From an optimization exercise on the open Yosys and OpenROAD flow, aimed at small area, a short achievable clock period and few clock cycles; shortcuts taken in it are not production practice. Where RTL was checked, it was by simulation tests only, not by an equivalence proof against the original. The flow treats the clock pin as an ideal source. Dropping or thinning the clock tree relies on that and would not hold on a real chip. Power and IR drop assume default switching activity.

run A:
## top_axi_lite
module top_axi_lite (
    input  logic        clk,
    input  logic        rstn,
    input  logic        start,
    input  logic        mode,        
    input  logic [31:0] addr,
    input  logic [31:0] wdata_in,
    output logic [31:0] rdata_out,
    output logic        done
);
export LEC_CHECK = 0
export CAP_MARGIN = 20
export CORE_MARGIN = 2
export CORE_UTILIZATION = 55
export CTS_CLUSTER_DIAMETER = 100
export CTS_CLUSTER_SIZE = 30
export SETUP_SLACK_MARGIN = 1.8
export SLEW_MARGIN = 20
create_clock -name core_clock -period 3.5 [get_ports {clk}]
standard.sh (not shown) runs the stock make flow with config.mk's settings and CLKGATE_MAP_FILE= SYNTH_SCRIPT=/design/flow/synth_recipe.tcl, a recipe that flattens the netlist after the stock synthesis.
==> flow/flow/run.sh <==
#!/bin/bash
# The standard layout, with the ports buffered by buf_2 cells instead of the
# cell buffer_ports picks by itself. Full output in standard.log.
set -euo pipefail
bash standard.sh "BUFFER_PORTS_ARGS=-buffer_cell sky130_fd_sc_hd__buf_2" finish > standard.log 2>&1
Testbench counts of run A, summed over its fixed seeds: cycles 8,000.
The following lists how run B was set up differently from run A:
Settings: CTS_CLUSTER_SIZE removed (was 30); SETUP_SLACK_MARGIN removed (was 1.8); CORE_UTILIZATION changed from 55 to 45; CTS_CLUSTER_DIAMETER removed (was 100).
==> flow/run.sh (new file) <==
#!/bin/bash
# synth_recipe.tcl (not shown) runs the flow's synth.tcl, then flattens the netlist and writes it again
# the make line also repeats each setting of config.mk as NAME=value (left out here)
make -C /OpenROAD-flow-scripts/flow DESIGN_CONFIG=/design/flow/config.mk WORK_HOME=/design/flow/orfs CLKGATE_MAP_FILE= SYNTH_SCRIPT=/design/flow/synth_recipe.tcl finish
removed: flow/flow/run.sh
removed: flow/standard.sh
Notes after the runs:
Post-synthesis to final-layout area growth | run B above run A. Relative to run A, the via count of the first global-routing pass measured on run B has increased by a few percent. Compare run B and run A | number of buffers added to fix hold violations after cts higher: run A. Max height of the die across run B and run A: run B. Going from run A to run B, combinational power share -1.2 points; flip-flop and latch area ~0 delta.
diff inputs: run B => run C
Settings: an added CTS_CLUSTER_DIAMETER of 100; an added CTS_CLUSTER_SIZE of 30; an added SETUP_SLACK_MARGIN of 1.8; a change of CORE_UTILIZATION from 45 to 55.
==> flow/flow/run.sh (new file) <==
#!/bin/bash
# The standard layout, with the ports buffered by buf_4 cells instead of the
# cell buffer_ports picks by itself. Full output in standard.log.
set -euo pipefail
bash standard.sh "BUFFER_PORTS_ARGS=-buffer_cell sky130_fd_sc_hd__buf_4" finish > standard.log 2>&1
==> flow/standard.sh (new file) <==
#!/bin/bash
# synth_recipe.tcl (not shown) runs the flow's synth.tcl, then flattens the netlist and writes it again
# the make line also repeats each setting of config.mk as NAME=value (left out here)
make -C /OpenROAD-flow-scripts/flow DESIGN_CONFIG=/design/flow/config.mk WORK_HOME=/design/flow/orfs CLKGATE_MAP_FILE= SYNTH_SCRIPT=/design/flow/synth_recipe.tcl "${@:-finish}"
removed: flow/run.sh
Notes after the runs:
Comparing worst path arrival time for run B and run C, the smaller number came from run C. On post-route core utilization: run C sits above run B. Setup slack | run C above run B. Measured against run C, the clock buffer instance count of the final layout of run B comes out at 2.1 times the reference value. Compared with run B, run C improves power. Run B vs run C, end point of the critical path: rdata_out[31] vs done. Summary: with run B as the reference, met3 wirelength from detailed routing in run C moved up by more than 10%. Compared with run B, run C ends up with less cell area.
Relative to run C, the following input files were edited for run D:
Settings: a deleted CTS_CLUSTER_DIAMETER that had been 100; a change of SETUP_SLACK_MARGIN from 1.8 to 1.4; a deleted CTS_CLUSTER_SIZE that had been 30.
==> flow/run.sh (new file) <==
#!/bin/bash
# synth_recipe.tcl (not shown) runs the flow's synth.tcl, then flattens the netlist and writes it again
# the make line also repeats each setting of config.mk as NAME=value (left out here)
make -C /OpenROAD-flow-scripts/flow DESIGN_CONFIG=/design/flow/config.mk WORK_HOME=/design/flow/orfs CLKGATE_MAP_FILE= SYNTH_SCRIPT=/design/flow/synth_recipe.tcl finish
removed: flow/flow/run.sh
removed: flow/standard.sh
--- outcome ---
Higher maximum vdd drop among run D and run C: run C
Taking run C as the reference, in run D detailed-routing iteration count for the pre-antenna-repair pass fell by 13, total of cells resized after clock tree synthesis fell by about 50%, sequential share of layout area fell by 3.2 points, utilization rose by 2.7 points.
Delta (run D minus run C): share of total power in combinational logic shrank by 1.3 points, post-route worst hold slack down 0.011 ns, total wire length went down by about 2.8%, total power now sits higher.
diff inputs: run D => run E
Settings: a change of SETUP_SLACK_MARGIN from 1.4 to 1.9.
Results
Diff run D and run E: post-CTS setup buffer count higher in run E. Taking run D over run E, the peak supply drop ratio works out to 0.873. On async set-reset flop share out of synthesis, run D tracks run E almost exactly.

the previous run:
Another version of the RTL of top_axi_lite (not shown whole).
For scale: ~100 I/O pins, about 19000 µm² of cells after synthesis.
Settings: LEC_CHECK=0, CAP_MARGIN=20, CORE_MARGIN=2, CORE_UTILIZATION=55, SETUP_SLACK_MARGIN=1.85, SLEW_MARGIN=20, SYNTH_HIERARCHICAL=1, SYNTH_MINIMUM_KEEP_SIZE=0; clock period 3.5 ns.
==> flow/flow/run.sh <==
#!/bin/bash
# The standard layout with two changes:
#  - ports are buffered with buf_4 cells instead of the cell buffer_ports picks;
#  - at the end of the CTS step, flow/clock_tree.tcl replaces the clock tree
#    with a two-level one (clock port -> 2 root buffers -> 20 leaf buffers ->
#    flip-flops) and repairs timing again.
# Full output in standard.log (ORFS's per-step logs are under orfs/logs).
set -euo pipefail
export CT_LEAFS=20 CT_ROOTS=2
bash standard.sh "BUFFER_PORTS_ARGS=-buffer_cell sky130_fd_sc_hd__buf_4" \
  "POST_CTS_TCL=$PWD/flow/clock_tree.tcl" finish > standard.log 2>&1
Other scripts of this flow, unchanged in this note and not shown: flow/flow/clock_tree.tcl
The previous run completed; timing, DRC and antenna clean
Relative to the previous run, the following input files were edited for the current run:
- a change of SETUP_SLACK_MARGIN from 1.85 to 1.9
Delta (the current run minus the previous run): fraction of area in registers shows a reduction of 0.75 points; layout cell share with drive strength beyond 1 saw an increase; number of buffers inserted by port buffering has remained practically unchanged; total number of nets in the final design went up 9.
No run of this note included a check of the RTL's function; only the layout flow was run. No run of this note takes its clock network from TritonCTS; it comes from the design's own scripts or RTL.

port drivers added, routing unchanged:
The results above use ideal ports. As a check the final layouts listed here were re-extracted and re-timed, cells and wires unchanged. Step 1: set_driving_cell puts a clkbuf_16 on clk and a buf_2 on each other input, an assumption about the parent block. Step 2 moves the port delays by t, midway between the first and last clock arrival at a register: inputs arrive t later, outputs are due t later. That takes back most of the time a late clock gives input paths. Slacks: ideal / step 1 / step 2; pairs: ideal / step 1.
run | shift t [ns] | slack for setup (ns) | worst register clock-pin slew, ns | worst slew at a driven data input, ns
run A | 0.594 | 1.725 / 1.670 / 1.081 | 0.12 / 0.12 | 0.19
run B | 0.644 | 1.289 / 1.237 / 0.689 | 0.06 / 0.06 | 0.07
run C | 0.592 | 1.723 / 1.673 / 1.157 | 0.11 / 0.11 | 0.14
run D | 0.623 | 1.461 / 1.492 / 0.870 | 0.06 / 0.06 | 0.06
run E | 0.633 | 1.731 / 1.687 / 1.064 | 0.06 / 0.06 | 0.18
the previous run | 0.491 | 1.811 / 1.728 / 1.237 | 0.12 / 0.12 | 0.17
the current run | 0.496 | 1.838 / 1.790 / 1.306 | 0.11 / 0.11 | 0.12
After both steps every run listed still meets setup and hold. For run E, which loses most, drivers alone change the setup slack by -0.044 ns; drivers and shift together by -0.667 ns.
